Background: an optimization exercise with open tools, aiming at small area. Do not read the settings as production practice. In this exercise RTL edits were held to simulation tests only and were not proved equivalent to the original. The flow treats the clock pin as an ideal source. Dropping or thinning the clock tree relies on that and would not hold on a real chip. No activity file was given, so power comes from the tool's default toggle rates.

==> flow/design.v, too long to show whole: its modules and the start of the top module <==
// module FIR: 895 lines
// module fa: 4 lines
// module mx: 3 lines
// module mx1: 3 lines
// module ctl: 4 lines
// module ha: 4 lines
// module aoi21: 3 lines
// module nand2: 3 lines
// module nor2: 3 lines
// module oai21: 3 lines
module FIR(
	input				clk,
	input				rst_n,
	input				clk_en,
	input  [15:0]	filter_in,
	output [15:0]	filter_out
);
  // ...
==> flow/flow/run.sh <==
#!/bin/bash
# Layout: the standard ORFS flow (standard.sh), with these changes passed to ORFS
# through its own variables and step hooks:
#  - the ports are buffered with the smallest buffer (buf_1) instead of the flow's default;
#  - clock tree synthesis uses clkbuf_8 buffers and inserts no dummy loads;
#  - useful skew: the output registers out[*] are clocked from the root of the clock tree
#    through a chain of delay cells (flow/skew_cts.tcl, after clock tree synthesis), which
#    gives the paths from the delay line into them more time; before clock tree synthesis
#    the same skew is given to the timing-driven steps as ideal clock latency
#    (flow/skew_pre.tcl).  The paths from out[*] to the ports have ample slack.
# The full output of the flow goes to flow.log in this folder; ORFS keeps each step's log
# under orfs/logs/.
set -euo pipefail
HERE=$(pwd)
export BUFFER_PORTS_ARGS="-buffer_cell sky130_fd_sc_hd__buf_1"
export CTS_ARGS="-sink_clustering_enable -repair_clock_nets -buf_list sky130_fd_sc_hd__clkbuf_8 -dont_use_dummy_load"
export SKEW_CHAIN="dlygate4sd3_1 dlygate4sd3_1 dlygate4sd3_1 clkbuf_8"
export SKEW_SEL_NDLY=1
export SKEW_IDEAL_NS=1.75
export PRE_FLOORPLAN_TCL=$HERE/flow/skew_pre.tcl
export POST_CTS_TCL=$HERE/flow/skew_cts.tcl
export SKIP_CTS_REPAIR_TIMING=1
bash standard.sh > flow.log 2>&1
==> flow/flow/skew_cts.tcl <==
# Hook after clock tree synthesis: clock the output registers out[*] through a chain of delay
# cells from the root of the clock tree, so the long path from the delay line into them gets
# more time (useful skew between registers; the paths from out[*] to the ports have room).
# Then legalize and repair timing as the CTS step would.
set block [ord::get_db_block]
set db [ord::get_db]
set flops {}
foreach inst [$block getInsts] {
  if { [string match "out*" [$inst getName]] && [string match "sky130_fd_sc_hd__df*" [[$inst getMaster] getName]] } {
    lappend flops $inst
  }
}
puts "skew: [llength $flops] output registers"
set pins {}
foreach f $flops { lappend pins [get_pins -of_objects [get_cells [$f getName]] -filter "name == CLK"] }
unset_clock_latency $pins
set root [$block findInst clkbuf_0_clk]
set prev [[$root findITerm X] getNet]
set cx 0
set cy 0
foreach f $flops {
  set loc [$f getLocation]
  set cx [expr {$cx + [lindex $loc 0]}]
  set cy [expr {$cy + [lindex $loc 1]}]
}
set cx [expr {int($cx / [llength $flops])}]
set cy [expr {int($cy / [llength $flops])}]
set chain {}
foreach c $::env(SKEW_CHAIN) { lappend chain sky130_fd_sc_hd__$c }
set i 0
foreach mname $chain {
  set inst [odb::dbInst_create $block [$db findMaster $mname] "skew_cell$i"]
  set net [odb::dbNet_create $block "skew_clk$i"]
  $net setSigType CLOCK
  [$inst findITerm A] connect $prev
  [$inst findITerm X] connect $net
  $inst setLocation $cx $cy
  $inst setPlacementStatus PLACED
  set prev $net
  incr i
}
set oldnets {}
foreach f $flops {
  set it [$f findITerm CLK]
  lappend oldnets [$it getNet]
  $it disconnect
  $it connect $prev
}
# clock buffers left without loads are removed
foreach n [lsort -unique $oldnets] {
  set nloads 0
  foreach it [$n getITerms] {
    if { [$it isInputSignal] } { incr nloads }
  }
  if { $nloads == 0 } {
    set drv [$n getFirstOutput]
    if { $drv != "NULL" } {
      set bi [$drv getInst]
      puts "skew: removing clock buffer [$bi getName] left without loads"
      odb::dbInst_destroy $bi
    }
    odb::dbNet_destroy $n
  }
}
# The select signals of the output registers' multiplexers (ld_o, hold_o) come from the
# clk_en input and the clr register, which are timed on the normal clock: delay each of
# them once, at its driver, instead of leaving the hold repair to pad every load.
foreach nname {ld_o hold_o} {
  set net [$block findNet $nname]
  if { $net == "NULL" } { continue }
  set loads {}
  foreach it [$net getITerms] {
    if { [$it isInputSignal] } { lappend loads $it }
  }
  set prev $net
  for {set k 0} {$k < $::env(SKEW_SEL_NDLY)} {incr k} {
    set inst [odb::dbInst_create $block [$db findMaster sky130_fd_sc_hd__dlygate4sd3_1] "skewsel_${nname}_c$k"]
    set n2 [odb::dbNet_create $block "skewsel_${nname}_n$k"]
    [$inst findITerm A] connect $prev
    [$inst findITerm X] connect $n2
    set drv [$net getFirstOutput]
    set loc [[$drv getInst] getLocation]
    $inst setLocation [lindex $loc 0] [lindex $loc 1]
    $inst setPlacementStatus PLACED
    set prev $n2
  }
  foreach it $loads {
    $it disconnect
    $it connect $prev
  }
}
global_connect
set_placement_padding -global \
  -left $::env(CELL_PAD_IN_SITES_DETAIL_PLACEMENT) \
  -right $::env(CELL_PAD_IN_SITES_DETAIL_PLACEMENT)
detailed_placement
estimate_parasitics -placement
report_clock_skew
report_checks -path_delay min -format end -group_path_count 60 -endpoint_path_count 1
report_checks -path_delay min -through [get_pins -of_objects [get_cells out*] -filter "name == D"] -format full -group_path_count 1
repair_timing_helper
detailed_placement
check_placement -verbose
report_checks -path_delay max -format end -group_path_count 3
report_checks -path_delay min -format end -group_path_count 3
==> flow/flow/skew_pre.tcl <==
# Hook before floorplanning: the output registers will be clocked late (see skew_cts.tcl);
# tell the timing-driven steps before clock tree synthesis about it as ideal clock latency.
set skew_pins {}
foreach inst [get_cells *] {
  set ref [get_property $inst ref_name]
  if { [string match "out*" [get_property $inst name]] && [string match "sky130_fd_sc_hd__df*" $ref] } {
    lappend skew_pins [get_pins -of_objects $inst -filter "name == CLK"]
  }
}
puts "skew: [llength $skew_pins] output registers get ideal clock latency $::env(SKEW_IDEAL_NS) ns"
set_clock_latency $::env(SKEW_IDEAL_NS) $skew_pins
==> flow/standard.sh <==
#!/bin/bash
# synth_recipe.tcl (not shown) runs the flow's synth.tcl, then flattens the netlist and writes it again
# the make line also repeats each setting of config.mk as NAME=value (left out here)
make -C /OpenROAD-flow-scripts/flow DESIGN_CONFIG=/design/flow/config.mk WORK_HOME=/design/flow/orfs CLKGATE_MAP_FILE= SYNTH_SCRIPT=/design/flow/synth_recipe.tcl "${@:-finish}"
==> flow/config.mk <==
export PLATFORM = sky130hd
export DESIGN_NAME = FIR
export DESIGN_NICKNAME = FIR
export VERILOG_FILES = /design/flow/design.v
export SDC_FILE = /design/flow/constraint.sdc
export NUM_CORES = 4
export LEC_CHECK = 0
export CAP_MARGIN = 20
export CORE_MARGIN = 2
export CORE_UTILIZATION = 50
export HOLD_SLACK_MARGIN = 0.1
export SLEW_MARGIN = 20
export SYNTH_HIERARCHICAL = 1
==> flow/constraint.sdc <==
create_clock -name core_clock -period 6.0 [get_ports {clk}]
set_input_delay 1.2000 -clock core_clock [delete_from_list [all_inputs] [get_ports {clk}]]
set_output_delay 1.2000 -clock core_clock [all_outputs]
set_load 0.01 [all_outputs]
==> impl_metrics.csv, run 1 <==
group,metric,value,unit
worst_setup_path,timing.rr.end,"out[8]$_DFF_P_",
power,powerDensity,204,nW/um^2
job,timing.max_cap.violations,0,
clock_network,clkTransAtPathRegs,0.10,ns
detailed_routing,post-route-drc-count,0,
power,pg_clk,677,uW
clock_network,numClockSinks,177,
die,num_tap_cells,319,
min_path,hp-class,"reg2reg",
global_route,grt_antenna_before_repair,0,
die,die_w,160,um
finish,final_cell_mix,"a22o_1, dfxtp_1, fa_1, ha_1, inv_1",
synth,syn_area,12100,sq um
clock_network,clkLatencyLatePin,2.13,ns
detailed_routing,highest_layer,"met4",
min_path,hold-path-endpoint,"out[4]$_DFF_P_",
global_route,grt_use_met2,37.7,%
outcome,outcome,"no timing/DRC/antenna violations",
synth,synth-compound-area-share,19.5,%
detailed_routing,wirelength,25800,um
worst_setup_path,cp_num_buf_inv,1,
die,die_h,160,um
synth,synth_top_family_by_area,"adder cells",
finish,final_cell_area,13200,sq um
placed_design,place_congestion,0.865,
worst_setup_path,critPathRequiredTime,8.03,ns
global_route,grtUsageMet1,27.7,%
synth,synth-edff-count,0,
die,coreArea,23600,sq um
==> run 2, diff against run 1 <==
--- a/flow/flow/run.sh
+++ b/flow/flow/run.sh
@@ -14,9 +14,9 @@
 HERE=$(pwd)
 export BUFFER_PORTS_ARGS="-buffer_cell sky130_fd_sc_hd__buf_1"
 export CTS_ARGS="-sink_clustering_enable -repair_clock_nets -buf_list sky130_fd_sc_hd__clkbuf_8 -dont_use_dummy_load"
-export SKEW_CHAIN="dlygate4sd3_1 dlygate4sd3_1 dlygate4sd3_1 clkbuf_8"
+export SKEW_CHAIN="dlygate4sd3_1 dlygate4sd3_1 dlygate4sd1_1 dlygate4sd1_1 clkbuf_8"
 export SKEW_SEL_NDLY=1
-export SKEW_IDEAL_NS=1.75
+export SKEW_IDEAL_NS=1.65
 export PRE_FLOORPLAN_TCL=$HERE/flow/skew_pre.tcl
 export POST_CTS_TCL=$HERE/flow/skew_cts.tcl
 export SKIP_CTS_REPAIR_TIMING=1
==> run 2 against run 1 <==
  * Setup slack got worse by 0.016 ns
  * Largest power group unchanged
  * Sequential power barely moved
  * Clock skew fell by 0.16 ns
  * Critical endpoint unchanged
  * Worst hold slack improved by 0.073 ns
  * Global-route usage fell by 0.60 points
  * Cell count fell by 0.29%
  * Area after synthesis did not move
  * Cell area fell by 0.34%
  * Routed wire length fell by 2.2%
  * Synthesized cell count did not move
  * Via count fell by 1.5%
  * First-iteration DRC count rose by 5.8%
==> impl_metrics.csv, run 2 <==
group,metric,value,unit
synth,synth.top_cell.area_share,29.1,%
sta,final.setup.tns,0,ns
global_route,grt_pass1_vias,8095,
detailed_routing,vias,7719,
worst_setup_path,critPathLaunchType,"flop",
worst_setup_path,end_kind,"flop",
sta,finalCritPeriodShare,92.9,%
job,timing.max_cap.violations,0,
worst_setup_path,timing.rr.end,"out[8]$_DFF_P_",
die,die_w,160,um
worst_setup_path,reg2reg_slack,0.43,ns
placed_design,place_congestion,0.827,
worst_setup_path,arrival,7.45,ns
synth,synth_cells,1003,
die,die_area,25500,sq um
synth,synth_largest_area_cell,"dfxtp_1",
clock_network,clkLatencyLatePin,1.97,ns
synth,synth.distinct_cells,43,
power,powerDensity,205,nW/um^2
clock_network,clkTransAtPathRegs,0.10,ns
worst_setup_path,cp_max_fo,8,
global_route,grtUsageTotal,20.9,%
worst_setup_path,critical_path.startpoint,"d3[1]$_DFF_P_",
worst_setup_path,timing.rr.start,"d3[1]$_DFF_P_",
detailed_routing,wirelength,25200,um
finish,final_cell_mix,"a22o_1, dfxtp_1, fa_1, ha_1, inv_1",
sta,clock.fmax,179,MHz
sta,max_slew_margin,36.6,%
die,core.rowCount,56,
synth,ys.flop_type,"dfxtp_1",
finish,nNetsFinal,1383,
placed_design,hpwl,20000,um
power,leakagePower,0.00617,uW
detailed_routing,wl_per_cell,18.0,um
synth,synthTopCellsByCount,"a22o_1, dfxtp_1, fa_1",
detailed_routing,drt_pre_antenna_iters,5,
detailed_routing,avgViaCountPerCell,5.53,
sta,drv_slew,0,
worst_setup_path,crit_type,"reg2reg",
finish,mostFrequentLayoutCell,"a22o_1",
finish,final_cell_area,13200,sq um
finish,utilization,55.7,%
sta,hold_viol,0,
sta,rsz0062_at_grt,"no",
synth,syn_area_per_cell,12.1,sq um
synth,async_flop_share,0.565,%
die,die_h,160,um
die,ioPinCount,35,
placed_design,placed_area,12800,sq um
sta,worstMarginPinSlew,0.951,ns
synth,synth_warnings,7,
worst_setup_path,rr_worst_depth,26,
outcome,outcome,"no timing/DRC/antenna violations",
finish,nFillCells,2040,
clock_network,numClockSinks,177,
global_route,grt_start_max_net_pins,85,
die,coreArea,23600,sq um
finish,syn_to_final_growth,8.49,%
global_route,grt_pass1_wl,41900,um
synth,synth_area_leaders,"dfxtp_1, fa_1, a22o_1, ha_1, xnor2_1",
detailed_routing,ant_nets,0,
sta,finalCriticalPeriod,5.57,ns
synth,ys_seq_elements,177,
synth,synth-seq-area-share,29.3,%
sta,setup_violations,0,
detailed_routing,drt-initial-drc-count,362,
synth,syn_area,12100,sq um
worst_setup_path,endpoint,"out[8]$_DFF_P_",
power,ir_worst_vdd,122,uV
detailed_routing,post-route-drc-count,0,
synth,synth_nets,1306,
global_route,grt_antenna_before_repair,0,
min_path,hp-class,"reg2reg",
worst_setup_path,critPathRequiredTime,7.87,ns
synth,synth-edff-count,0,
die,initial_utilization,51.4,%
sta,fin_skew,1.55,ns
placed_design,port_buffers,34,
finish,drive_above_1_share,6.49,%
global_route,grt-ovfl-total,0,
finish,diodes,0,
## run 2: cells by family (layout without fill, tap and decap cells)
family / after synthesis / after routing / share of synthesized area (%)
compound gates: 291 / 291 / 19.5
fa+ha+maj: 284 / 284 / 40.0
flops: 177 / 177 / 29.3
simple gates: 121 / 121 / 4.77
buf+inv: 68 / 143 / 2.10
xor+xnor: 60 / 60 / 4.33
other cells: 2 / 2 / 0.0619
## run 2: worst min-delay path by stage
stage / from / endpoint / slack, ns / cells past startpoint
3_3_place_gp: clr$_DFF_PN1_ / out[15]$_DFF_P_ / -0.56 / 2
5_1_grt: d5[13]$_DFF_P_ / out[11]$_DFF_P_ / 0.29 / 8
3_5_place_dp: clr$_DFF_PN1_ / out[11]$_DFF_P_ / -0.56 / 2
6_report: d5[13]$_DFF_P_ / out[11]$_DFF_P_ / 0.18 / 8
2_1_floorplan: clr$_DFF_PN1_ / out[0]$_DFF_P_ / -0.78 / 2
## run 2: per-layer routing
metal	share of wire [%]	track usage (%)	vias to the layer above
li1	-	-	3739
met1	45	27.5	3892
met2	51	36.1	66
met3	2.1	3.14	22
met4	1.5	5.54	0
met5	0	0	-
## run 2: worst max-delay path, stage by stage (launching register included)
cell and delay [ns]:
dfxtp_1 0.35, fa_1 0.55, ha_1 0.23, ha_1 0.19, o21a_1 0.16, o21a_1 0.18, o21ai_1 0.17, a21oi_1 0.15
o41ai_2 0.32, buf_4 0.19, o2111a_1 0.26, a21oi_1 0.12, a21o_1 0.22, ha_4 0.31, fa_1 0.44, fa_1 0.47
fa_1 0.40, fa_1 0.51, fa_1 0.41, ha_1 0.33, a21oi_2 0.14, o21ai_1 0.10, a21oi_4 0.23, inv_1 0.12
a21oi_2 0.14, xnor2_1 0.08, a22o_1 0.20
## run 2: area by class of cell, clock buffers not listed
type | count | area (sq um) | share of cell area [%]
multi-input cells | 758 | 8360 | 63.6
flip-flops and latches | 177 | 3550 | 27.0
well taps | 319 | 399 | 3.03
repair buffers | 53 | 303 | 2.30
inverters | 67 | 251 | 1.91
plain buffers | 7 | 71.3 | 0.542
## run 2: metrics by stage
| stage | hold WS [ns] | setup slack, ns | std cells | total power (uW) |
|---|---|---|---|---|
| 3_3_place_gp | -0.556 | 0.446 | 1365 | 2040 |
| 5_1_grt | 0.288 | 0.0460 | 1397 | 2880 |
| 2_1_floorplan | -0.777 | 0.815 | 1003 | 1880 |
| 3_5_place_dp | -0.559 | 0.295 | 1365 | 2050 |
| 6_report | 0.184 | 0.428 | 1397 | 2700 |
## run 2: power by group
group	total [uW]	internal [uW]	switching, uW
logic	756	346	410
clock network	678	280	398
registers	1270	1230	37.2
## run 2: modules after synthesis (local to each module, per instance)
module	copies in the design	cells	cell area, sq um	flip-flops and latches
oai21	14	1	5.00	0
ha	88	1	12.5	0
FIR	1	515	5710	177
ctl	1	2	17.5	0
nor2	3	1	3.75	0
aoi21	18	1	8.76	0
mx	176	1	8.76	0
fa	173	1	20.0	0
nand2	14	1	3.75	0
==> run 3, diff against run 2 <==
--- a/flow/flow/run.sh
+++ b/flow/flow/run.sh
@@ -14,9 +14,9 @@
 HERE=$(pwd)
 export BUFFER_PORTS_ARGS="-buffer_cell sky130_fd_sc_hd__buf_1"
 export CTS_ARGS="-sink_clustering_enable -repair_clock_nets -buf_list sky130_fd_sc_hd__clkbuf_8 -dont_use_dummy_load"
-export SKEW_CHAIN="dlygate4sd3_1 dlygate4sd3_1 dlygate4sd1_1 dlygate4sd1_1 clkbuf_8"
+export SKEW_CHAIN="dlygate4sd3_1 dlygate4sd3_1 dlygate4sd3_1 dlygate4sd1_1 clkbuf_8"
 export SKEW_SEL_NDLY=1
-export SKEW_IDEAL_NS=1.65
+export SKEW_IDEAL_NS=2.0
 export PRE_FLOORPLAN_TCL=$HERE/flow/skew_pre.tcl
 export POST_CTS_TCL=$HERE/flow/skew_cts.tcl
 export SKIP_CTS_REPAIR_TIMING=1
==> run 3 against run 2 <==
  * Die area stayed put
  * Clock skew rose by 0.34 ns
  * Sequential power is essentially flat
  * Global-route usage increased by 0.55 points
  * Largest power group unchanged
  * Synthesized cell count unchanged
  * Routed wire length grew 2.6%
  * First-iteration DRC count increased by 0.55%
  * Critical path depth fell by 3
  * Worst hold slack lost 0.067 ns
  * Critical path type unchanged
==> impl_metrics.csv, run 3 <==
group,metric,value,unit
placed_design,dp_cells,1360,
synth,synth_warnings,7,
finish,nNetsFinal,1417,
sta,worstMarginPinSlew,0.951,ns
worst_setup_path,timing.rr.start,"d4[1]$_DFF_P_",
synth,synth_area_leaders,"dfxtp_1, fa_1, a22o_1, ha_1, xnor2_1",
sta,fin_skew,1.90,ns
placed_design,hpwl,20100,um
worst_setup_path,reg2reg_slack,0.38,ns
detailed_routing,wl_per_cell,18.1,um
min_path,min_path_cells,9,
sta,hold_viol,0,
sta,max_slew_margin,36.6,%
worst_setup_path,arrival,7.83,ns
finish,nFillCells,2065,
die,die_h,160,um
die,die_area,25500,sq um
min_path,hold-path-endpoint,"out[10]$_DFF_P_",
worst_setup_path,end_kind,"flop",
worst_setup_path,crit_type,"reg2reg",
power,leakagePower,0.00635,uW
die,die_w,160,um
sta,clock.fmax,178,MHz
detailed_routing,ant_nets,0,
sta,setup_violations,0,
synth,syn_area_per_cell,12.1,sq um
global_route,grt_start_max_net_pins,85,
detailed_routing,avgViaCountPerCell,5.53,
die,initial_utilization,51.4,%
detailed_routing,post-route-drc-count,0,
worst_setup_path,rr_worst_depth,23,
sta,final.setup.tns,0,ns
power,ir_worst_vdd,135,uV
sta,finalCriticalPeriod,5.62,ns
sta,drv_slew,0,
sta,finalCritPeriodShare,93.6,%
finish,drive_above_1_share,6.12,%
min_path,min_from,"d6[14]$_DFF_P_",
synth,synth_simple_gate_area_share,4.77,%
synth,synth-seq-area-share,29.3,%
global_route,grt_pass1_wl,43200,um
power,powerDensity,206,nW/um^2
synth,synth-xor-area-share,4.33,%
outcome,outcome,"no timing/DRC/antenna violations",
synth,synth-compound-area-share,19.5,%
detailed_routing,drt-initial-drc-count,364,
detailed_routing,vias,7918,
die,core.rowCount,56,
job,timing.max_cap.violations,0,
synth,synth.distinct_cells,43,
worst_setup_path,critPathLaunchType,"flop",
global_route,grt-ovfl-total,0,
synth,ys_seq_elements,177,
finish,syn_to_final_growth,11.8,%
synth,ys.flop_type,"dfxtp_1",
sta,whs,0.117,ns
placed_design,place_congestion,0.843,
synth,synth_cells,1003,
sta,rsz0062_at_grt,"no",
synth,async_flop_share,0.565,%
detailed_routing,drt_pre_antenna_iters,4,
synth,synth.top_cell.area_share,29.1,%
clock_network,clkTransAtPathRegs,0.10,ns
worst_setup_path,timing.rr.end,"out[0]$_DFF_P_",
synth,syn_area,12100,sq um
global_route,grt_antenna_before_repair,0,
detailed_routing,wirelength,25900,um
worst_setup_path,critPathRequiredTime,8.22,ns
synth,synth-edff-count,0,
die,coreArea,23600,sq um
finish,final_cell_mix,"a22o_1, dfxtp_1, fa_1, ha_1, inv_1",
synth,synth_nets,1306,
worst_setup_path,cp_max_fo,4,
die,ioPinCount,35,
synth,synthMuxAreaShare,0,%
min_path,hp-class,"reg2reg",
synth,synth_largest_area_cell,"dfxtp_1",
clock_network,numClockSinks,177,
finish,stdcell_count,1431,
global_route,grt_pass1_vias,8322,
placed_design,port_buffers,34,
finish,diodes,0,
clock_network,clkLatencyLatePin,2.32,ns
synth,synth_top_family_by_area,"adder cells",
synth,synthTopCellsByCount,"a22o_1, dfxtp_1, fa_1",
synth,synth-adder-area-share,40.0,%
global_route,grtUsageTotal,21.4,%
run 3: cell counts after synthesis:
Identical to the previous run, type by type.
run 3: layout make-up, clock buffers not listed:
class	count	area, sq um	area share [%]
Inverter	67	251	1.85
Timing Repair Buffer	87	658	4.85
Buffer	7	72.6	0.535
Multi-Input combinational cell	758	8410	62.0
Sequential cell	177	3550	26.2
Tap cell	319	399	2.94
run 3: metrics by stage:
step	utilization, %	setup slack, ns	cell area [sq um]	total power, uW
6_report	57.4	0.384	13600	2790
5_1_grt	57.4	0.00525	13600	2970
3_5_place_dp	53.9	0.542	12700	2050
3_3_place_gp	53.9	0.659	12700	2040
2_1_floorplan	-	1.17	12100	1880
run 3: metal layers:
layer	GRT usage, %	wire length (um)	vias to the layer above
met5	0	0	-
met4	5.66	417	0
met3	3.25	488	24
met2	37.3	13600	78
met1	27.9	11400	4002
li1	-	-	3814
run 3: how the worst max path moves through the flow:
stage / from / endpoint / cells after the start
2_1_floorplan: d5[1]$_DFF_P_ / out[11]$_DFF_P_ / 25
3_5_place_dp: d5[1]$_DFF_P_ / out[8]$_DFF_P_ / 25
6_report: d4[1]$_DFF_P_ / out[0]$_DFF_P_ / 23
5_1_grt: d1[1]$_DFF_P_ / out[0]$_DFF_P_ / 23
3_3_place_gp: d5[1]$_DFF_P_ / out[11]$_DFF_P_ / 25
run 3: modules after synthesis, one instance, submodules excluded:
module | copies in the design | flip-flops and latches | area (sq um)
FIR | 1 | 177 | 5710
fa | 173 | 0 | 20.0
ctl | 1 | 0 | 17.5
ha | 88 | 0 | 12.5
aoi21 | 18 | 0 | 8.76
mx | 176 | 0 | 8.76
oai21 | 14 | 0 | 5.00
nand2 | 14 | 0 | 3.75
nor2 | 3 | 0 | 3.75
run 3: report_power, final:
| part | switching (uW) | internal (uW) |
|---|---|---|
| Clock | 403 | 283 |
| Combinational | 427 | 414 |
| Sequential | 36.6 | 1230 |
| Total | 867 | 1930 |
run 3: worst max-delay path: stages, from the launching register on:
cell	delay [ns]
dfxtp_1	0.35
ha_1	0.30
ha_1	0.21
o21a_1	0.19
o21a_1	0.18
o21ai_0	0.25
a21oi_1	0.21
o21ai_0	0.19
nand2b_1	0.08
ha_1	0.18
nor2_1	0.12
xnor2_1	0.27
inv_1	0.12
fa_1	0.49
fa_1	0.52
fa_1	0.41
dlygate4sd3_1	0.60
fa_1	0.46
dlygate4sd3_1	0.57
a31o_2	0.22
dlygate4sd3_1	0.57
xor2_1	0.14
dlygate4sd3_1	0.56
a22o_1	0.21
run 3: kinds of logic after synthesis:
kind of cell,count (synthesis)
adders and majority gates,284
AOI/OAI and AO/OA,291
other,2
and+or+nand+nor,121
DFF,177
buffers and inverters,68
xor gates and xnor gates,60
==> run 4, diff against run 3 <==
--- a/flow/flow/run.sh
+++ b/flow/flow/run.sh
@@ -14,9 +14,9 @@
 HERE=$(pwd)
 export BUFFER_PORTS_ARGS="-buffer_cell sky130_fd_sc_hd__buf_1"
 export CTS_ARGS="-sink_clustering_enable -repair_clock_nets -buf_list sky130_fd_sc_hd__clkbuf_8 -dont_use_dummy_load"
-export SKEW_CHAIN="dlygate4sd3_1 dlygate4sd3_1 dlygate4sd3_1 dlygate4sd1_1 clkbuf_8"
+export SKEW_CHAIN="dlygate4sd3_1 dlygate4sd3_1 clkbuf_8"
 export SKEW_SEL_NDLY=1
-export SKEW_IDEAL_NS=2.0
+export SKEW_IDEAL_NS=1.15
 export PRE_FLOORPLAN_TCL=$HERE/flow/skew_pre.tcl
 export POST_CTS_TCL=$HERE/flow/skew_cts.tcl
 export SKIP_CTS_REPAIR_TIMING=1
==> run 4 against run 3 <==
  * Worst hold slack better by 0.094 ns
  * Synthesized cell count is the same
  * Sequential share of layout area is 0.75 points higher
  * Highest routed layer unchanged
  * Sequential cell count unchanged
  * Core utilization fell by 1.6 points
  * Combinational power fell by 7.7%
  * Largest power group unchanged
  * First-iteration DRC count increased by 24%
  * Cell area is 2.7% lower
  * Power shrank 3.1%
  * Register-to-register slack got worse by 0.12 ns
==> impl_metrics.csv, run 4 <==
group,metric,value,unit
outcome,outcome,"no timing/DRC/antenna violations",
finish,final_cell_area,13200,sq um
synth,syn_area,12100,sq um
finish,stdcell_count,1398,
worst_setup_path,crit_type,"reg2reg",
global_route,grt_antenna_before_repair,0,
die,die_h,160,um
placed_design,port_buffers,34,
sta,setup_violations,0,
finish,diodes,0,
global_route,grt_pass1_wl,41800,um
worst_setup_path,timing.rr.start,"d3[1]$_DFF_P_",
global_route,grt-ovfl-total,0,
sta,fin_skew,1.16,ns
min_path,min_from,"d6[15]$_DFF_P_",
job,timing.max_cap.violations,0,
die,ioPinCount,35,
detailed_routing,drt_pre_antenna_iters,5,
synth,ys.flop_type,"dfxtp_1",
worst_setup_path,critPathRequiredTime,7.47,ns
placed_design,placed_area,12800,sq um
worst_setup_path,cp_max_fo,7,
synth,synth_warnings,7,
sta,max_slew_margin,37.4,%
detailed_routing,wirelength,25300,um
worst_setup_path,critPathLaunchType,"flop",
synth,synthTopCellsByCount,"a22o_1, dfxtp_1, fa_1",
detailed_routing,post-route-drc-count,0,
finish,nNetsFinal,1384,
die,die_w,160,um
die,initial_utilization,51.4,%
die,die_area,25500,sq um
finish,syn_to_final_growth,8.74,%
power,ir_worst_vdd,125,uV
synth,synth_area_leaders,"dfxtp_1, fa_1, a22o_1, ha_1, xnor2_1",
synth,async_flop_share,0.565,%
power,powerDensity,205,nW/um^2
clock_network,numClockSinks,177,
detailed_routing,wl_per_cell,18.1,um
placed_design,hpwl,20100,um
synth,synth-seq-area-share,29.3,%
detailed_routing,drt-initial-drc-count,451,
placed_design,place_congestion,0.851,
synth,syn_area_per_cell,12.1,sq um
sta,finalCriticalPeriod,5.74,ns
sta,clock.fmax,174,MHz
die,coreArea,23600,sq um
die,core.rowCount,56,
synth,ys_seq_elements,177,
power,finalPower,2710,uW
finish,nFillCells,2113,
global_route,grt_pass1_vias,7958,
sta,final.setup.tns,0,ns
synth,synth_nets,1306,
worst_setup_path,arrival,7.21,ns
worst_setup_path,end_kind,"flop",
sta,finalCritPeriodShare,95.7,%
sta,worstMarginPinSlew,0.939,ns
placed_design,dp_cells,1375,
min_path,hp-class,"reg2reg",
finish,drive_above_1_share,8.16,%
worst_setup_path,critical_path.startpoint,"d3[1]$_DFF_P_",
synth,synth_largest_area_cell,"dfxtp_1",
detailed_routing,ant_nets,0,
synth,synth-edff-count,0,
synth,synth_cells,1003,
detailed_routing,vias,7751,
finish,mostFrequentLayoutCell,"a22o_1",
finish,utilization,55.8,%
global_route,grt_start_max_net_pins,85,
synth,synth.distinct_cells,43,
sta,drv_slew,0,
global_route,grtUsageTotal,20.8,%
clock_network,clkLatencyLatePin,1.57,ns
synth,synth.top_cell.area_share,29.1,%
clock_network,clkTransAtPathRegs,0.10,ns
power,leakagePower,0.00619,uW
detailed_routing,avgViaCountPerCell,5.54,
sta,hold_viol,0,
finish,final_cell_mix,"a22o_1, dfxtp_1, fa_1, ha_1, inv_1",
run 4: cell counts after synthesis:
Identical to the previous run, type by type.
run 4: metrics by stage:
stage	setup slack (ns)	hold slack [ns]
3_3_place_gp	0.0883	-0.0508
5_1_grt	-0.0531	0.277
2_1_floorplan	0.315	-0.277
6_report	0.260	0.210
3_5_place_dp	-0.00403	-0.0547
run 4: path summary, 6_finish.rpt:
| path | to | slack, ns | cells after the start |
|---|---|---|---|
| worst max-delay path | out[11]$_DFF_P_ | 0.26 | 26 |
| worst min-delay path | out[13]$_DFF_P_ | 0.21 | 6 |
| worst max register to register | out[11]$_DFF_P_ | 0.26 | 26 |
| worst min register to register | out[13]$_DFF_P_ | 0.21 | 6 |
| max in group asynchronous | clr$_DFF_PN1_ | 5.28 | 1 |
| min in group asynchronous | clr$_DFF_PN1_ | 0.70 | 1 |
run 4: power by group:
group          total, uW  leakage, uW  switching [uW]  internal [uW]
sequential          1270      0.00144            38.4           1230
clock                662     0.000131             394            268
combinational        776      0.00462             418            358
run 4: cells by family after synthesis:
family	count (synthesis)	synth area share, %
xor+xnor	60	4.33
fa+ha+maj	284	40.0
other cells	2	0.0619
compound gates	291	19.5
flops	177	29.3
buf+inv	68	2.10
simple gates	121	4.77
run 4: critical path, stage by stage (launching register included):
cell and delay [ns]:
dfxtp_1 0.35, fa_1 0.55, ha_1 0.23, ha_1 0.19, o21a_1 0.16, o21a_1 0.19
o21ai_2 0.15, a21oi_2 0.10, o41ai_2 0.29, buf_4 0.18, o2111a_1 0.22, buf_4 0.12
o21bai_1 0.07, xor2_1 0.25, fa_1 0.47, fa_1 0.46, fa_1 0.40, fa_1 0.51
fa_1 0.41, ha_1 0.34, a21oi_2 0.22, o21ai_1 0.14, a21oi_4 0.24, inv_1 0.12
a21oi_2 0.14, xnor2_1 0.08, a22o_1 0.20
run 4: per-module statistics from Yosys (local to each module, per instance):
module  cell area, sq um  flops+latches  copies in the design
oai21               5.00              0                    14
nor2                3.75              0                     3
FIR                 5710            177                     1
fa                  20.0              0                   173
ctl                 17.5              0                     1
nand2               3.75              0                    14
mx                  8.76              0                   176
ha                  12.5              0                    88
aoi21               8.76              0                    18
run 4: cell type report, clock buffers not listed:
cell class / instances / area (sq um) / share of cell area, %
Timing Repair Buffer: 56 / 293 / 2.22
Inverter: 67 / 251 / 1.91
Buffer: 5 / 53.8 / 0.408
Sequential cell: 177 / 3550 / 26.9
Tap cell: 319 / 399 / 3.03
Multi-Input combinational cell: 758 / 8420 / 63.8
run 4: routing by layer:
metal,GRT usage [%],up-vias,routed length [um]
met5,0,-,0
met4,5.29,0,320
met3,2.73,14,477
met2,36.0,78,13000
met1,27.8,3917,11500
li1,-,3742,-
==> run 5, diff against run 4 <==
--- a/flow/flow/run.sh
+++ b/flow/flow/run.sh
@@ -14,9 +14,9 @@
 HERE=$(pwd)
 export BUFFER_PORTS_ARGS="-buffer_cell sky130_fd_sc_hd__buf_1"
 export CTS_ARGS="-sink_clustering_enable -repair_clock_nets -buf_list sky130_fd_sc_hd__clkbuf_8 -dont_use_dummy_load"
-export SKEW_CHAIN="dlygate4sd3_1 dlygate4sd3_1 clkbuf_8"
+export SKEW_CHAIN="dlygate4sd3_1 dlygate4sd3_1 dlygate4sd1_1 clkbuf_8"
 export SKEW_SEL_NDLY=1
-export SKEW_IDEAL_NS=1.15
+export SKEW_IDEAL_NS=1.4
 export PRE_FLOORPLAN_TCL=$HERE/flow/skew_pre.tcl
 export POST_CTS_TCL=$HERE/flow/skew_cts.tcl
 export SKIP_CTS_REPAIR_TIMING=1
==> run 5 against run 4 <==
  * Clock power fell by 1%
  * Area after synthesis did not move
  * Register-to-register slack improved by 0.04 ns
  * Worst hold slack got worse by 0.091 ns
  * Power fell by 0.93%
  * Sequential power barely moved
  * Setup slack improved by 0.037 ns
  * Critical path depth did not move
  * First-iteration DRC count fell by 10%
  * Combinational power fell by 2%
  * Global-route usage rose by 0.44 points
  * Via count fell by 0.63%
  * Critical endpoint is now out[8]$_DFF_P_
  * Largest cell class unchanged
==> impl_metrics.csv, run 5 <==
group,metric,value,unit
outcome,outcome,"no timing/DRC/antenna violations",
global_route,grt_pass1_wl,42600,um
detailed_routing,wirelength,25600,um
placed_design,place_congestion,0.835,
global_route,grt_antenna_before_repair,0,
worst_setup_path,timing.rr.start,"d3[1]$_DFF_P_",
worst_setup_path,arrival,7.38,ns
placed_design,hpwl,20300,um
synth,syn_area_per_cell,12.1,sq um
clock_network,clkLatencyLatePin,1.77,ns
synth,synth.top_cell.area_share,29.1,%
synth,synth-adder-area-share,40.0,%
worst_setup_path,slowest_stage,"fa_1",
synth,synth_cells,1003,
detailed_routing,ant_nets,0,
synth,synth-xor-area-share,4.33,%
min_path,min_from,"d5[15]$_DFF_P_",
die,coreArea,23600,sq um
detailed_routing,drt_pre_antenna_iters,4,
synth,synth-seq-area-share,29.3,%
worst_setup_path,cp_num_buf_inv,2,
finish,diodes,0,
synth,async_flop_share,0.565,%
sta,finalCriticalPeriod,5.70,ns
worst_setup_path,critPathRequiredTime,7.67,ns
worst_setup_path,cpMostUsedCell,"fa_1",
synth,synth_area_leaders,"dfxtp_1, fa_1, a22o_1, ha_1, xnor2_1",
worst_setup_path,timing.rr.end,"out[8]$_DFF_P_",
synth,synth-edff-count,0,
global_route,grt_start_max_net_pins,84,
global_route,grt_busiest_layer,"met2",
die,ioPinCount,35,
synth,ys.flop_type,"dfxtp_1",
global_route,grtUsageMet1,29.0,%
worst_setup_path,cp_num_cells,26,
min_path,hold-path-endpoint,"out[12]$_DFF_P_",
synth,synth_simple_gate_area_share,4.77,%
detailed_routing,drt-initial-drc-count,404,
die,die_h,160,um
worst_setup_path,critPathLaunchType,"flop",
synth,synthMuxAreaShare,0,%
detailed_routing,wl_per_cell,18.4,um
die,initial_utilization,51.4,%
sta,fin_skew,1.34,ns
sta,max_slew_margin,39.8,%
placed_design,placed_area,12800,sq um
worst_setup_path,crit_path_max_incr_delay,0.51,ns
synth,synth_nets,1306,
synth,synthTopCellsByCount,"a22o_1, dfxtp_1, fa_1",
synth,ys_seq_elements,177,
die,die_area,25500,sq um
detailed_routing,vias,7702,
sta,setup_violations,0,
finish,nNetsFinal,1378,
synth,syn_area,12100,sq um
sta,hold_viol,0,
finish,syn_to_final_growth,7.95,%
die,core.rowCount,56,
clock_network,clkTransAtPathRegs,0.10,ns
worst_setup_path,rr_worst_depth,26,
synth,synth-compound-area-share,19.5,%
placed_design,dp_cells,1368,
synth,synth_warnings,7,
power,powerDensity,205,nW/um^2
sta,final.setup.tns,0,ns
global_route,grt_use_met2,35.3,%
detailed_routing,avgViaCountPerCell,5.53,
global_route,met3_usage,2.99,%
finish,stdcell_count,1392,
clock_network,numClockSinks,177,
global_route,grtUsageTotal,21.3,%
sta,drv_slew,0,
worst_setup_path,cp_max_fo,8,
finish,mostFrequentLayoutCell,"a22o_1",
sta,finalCritPeriodShare,95.1,%
detailed_routing,post-route-drc-count,0,
worst_setup_path,crit_type,"reg2reg",
global_route,grt-ovfl-total,0,
finish,final_cell_mix,"a22o_1, dfxtp_1, fa_1, ha_1, inv_1",
finish,final_cell_area,13100,sq um
sta,rsz0062_at_grt,"no",
global_route,grt_pass1_vias,8120,
min_path,min_path_cells,7,
min_path,hp-class,"reg2reg",
power,leakagePower,0.00615,uW
job,timing.max_cap.violations,0,
synth,synth_top_family_by_area,"adder cells",
power,finalPower,2680,uW
die,die_w,160,um
synth,synth.distinct_cells,43,
worst_setup_path,crit_family,"adder cells",
sta,clock.fmax,175,MHz
worst_setup_path,reg2reg_slack,0.30,ns
sta,worstMarginPinSlew,0.903,ns
worst_setup_path,end_kind,"flop",
finish,drive_above_1_share,6.80,%
synth,synth_largest_area_cell,"dfxtp_1",
placed_design,port_buffers,34,
power,ir_worst_vdd,109,uV
-- run 5: cell counts after synthesis --
No cell type changed its count.
-- run 5: per-stage QoR --
| stage | utilization (%) | setup WS, ns | hold slack [ns] |
|---|---|---|---|
| after floorplan | - | 0.565 | -0.527 |
| after global placement | 54.1 | 0.316 | -0.312 |
| after detailed placement | 54.1 | 0.178 | -0.323 |
| after global routing | 55.4 | 0.00163 | 0.227 |
| final | 55.4 | 0.297 | 0.119 |
-- run 5: where the power goes --
group	internal (uW)	switching, uW
clock	260	393
combinational	347	413
sequential	1230	38.1
-- run 5: cells by family (layout without fill, tap and decap cells) --
kind of cell | count (synthesis) | after routing
fa+ha+maj | 284 | 284
compound gates | 291 | 291
xor+xnor | 60 | 60
simple gates | 121 | 121
buf+inv | 68 | 138
other cells | 2 | 2
flops | 177 | 177
-- run 5: how the worst max path moves through the flow --
stage                       start              end  slack (ns)
floorplan           d5[1]$_DFF_P_  out[11]$_DFF_P_        0.57
global placement    d5[1]$_DFF_P_  out[11]$_DFF_P_        0.32
detailed placement  d5[1]$_DFF_P_   out[8]$_DFF_P_        0.18
global route        d3[1]$_DFF_P_   out[8]$_DFF_P_       0.002
finish              d3[1]$_DFF_P_   out[8]$_DFF_P_        0.30
-- run 5: worst register-to-register path, cell delays in order, from the launching register on --
cell,delay (ns)
dfxtp_1,0.35
fa_1,0.48
ha_1,0.30
ha_1,0.19
o21a_1,0.17
o21a_1,0.18
o21ai_2,0.16
a21oi_2,0.11
o41ai_2,0.30
buf_4,0.19
o2111a_1,0.26
a21oi_1,0.12
a21o_1,0.20
ha_1,0.30
fa_1,0.51
fa_1,0.43
fa_1,0.40
fa_1,0.51
fa_1,0.41
ha_1,0.33
a21oi_2,0.14
o21ai_1,0.10
a21oi_4,0.24
inv_1,0.12
a21oi_2,0.15
xnor2_1,0.08
a22o_1,0.20
-- run 5: area by class of cell, clock buffers not listed --
cell class / instances / area, sq um
Inverter: 67 / 251
Fill cell: 2046 / 10500
Sequential cell: 177 / 3550
Tap cell: 319 / 399
Buffer: 6 / 62.6
Timing Repair Buffer: 50 / 265
Multi-Input combinational cell: 758 / 8360
-- run 5: Yosys stat by module (local to each module, per instance) --
module  cells inside  area (sq um)  copies in the design  flops+latches
mx                 1          8.76                   176              0
oai21              1          5.00                    14              0
nand2              1          3.75                    14              0
ha                 1          12.5                    88              0
fa                 1          20.0                   173              0
aoi21              1          8.76                    18              0
nor2               1          3.75                     3              0
FIR              515          5710                     1            177
ctl                2          17.5                     1              0
-- run 5: layer usage --
metal / vias to the layer above / wire length [um]
met5: - / 0
met3: 29 / 511
li1: 3738 / -
met4: 0 / 540
met2: 82 / 12800
met1: 3853 / 11700

separate check: timing with driven ports:
How much do the figures lean on ideal ports? The routed layouts below were timed once more, with nothing changed but the port constraints. Step 1 (the two cells are an assumption about what drives the block):
set clk [get_ports {clk}]
set_driving_cell -lib_cell sky130_fd_sc_hd__clkbuf_16 $clk
set_driving_cell -lib_cell sky130_fd_sc_hd__buf_2 [delete_from_list [all_inputs] $clk]
Step 2, shift: input delay + t, output delay - t, t = (earliest + latest rising clock arrival at the registers) / 2. This alone moves slack from input paths to output paths. Three values: no drivers, after step 1, after step 2; two values: the first two.
| run | shift t [ns] | slack for setup (ns) | hold WS [ns] | latest minus earliest clock arrival (ns) | worst data-port slew with drivers (ns) | cell pins on the clock port's net |
|---|---|---|---|---|---|---|
| run 1 | 1.319 | 0.445 / 0.445 / 0.445 | 0.111 / 0.111 / 0.111 | 1.711 / 1.711 | 0.03 | 1 |
| run 2 | 1.235 | 0.428 / 0.428 / 0.428 | 0.184 / 0.184 / 0.184 | 1.552 / 1.552 | 0.03 | 1 |
| run 3 | 1.409 | 0.384 / 0.384 / 0.384 | 0.117 / 0.117 / 0.117 | 1.896 / 1.897 | 0.03 | 1 |
| run 4 | 1.034 | 0.260 / 0.260 / 0.260 | 0.210 / 0.210 / 0.210 | 1.160 / 1.160 | 0.03 | 1 |
| run 5 | 1.139 | 0.297 / 0.297 / 0.297 | 0.119 / 0.119 / 0.119 | 1.343 / 1.343 | 0.04 | 1 |
Clock arrivals are far apart in every run listed, so t is only a midpoint there and step 2 fits no single register.
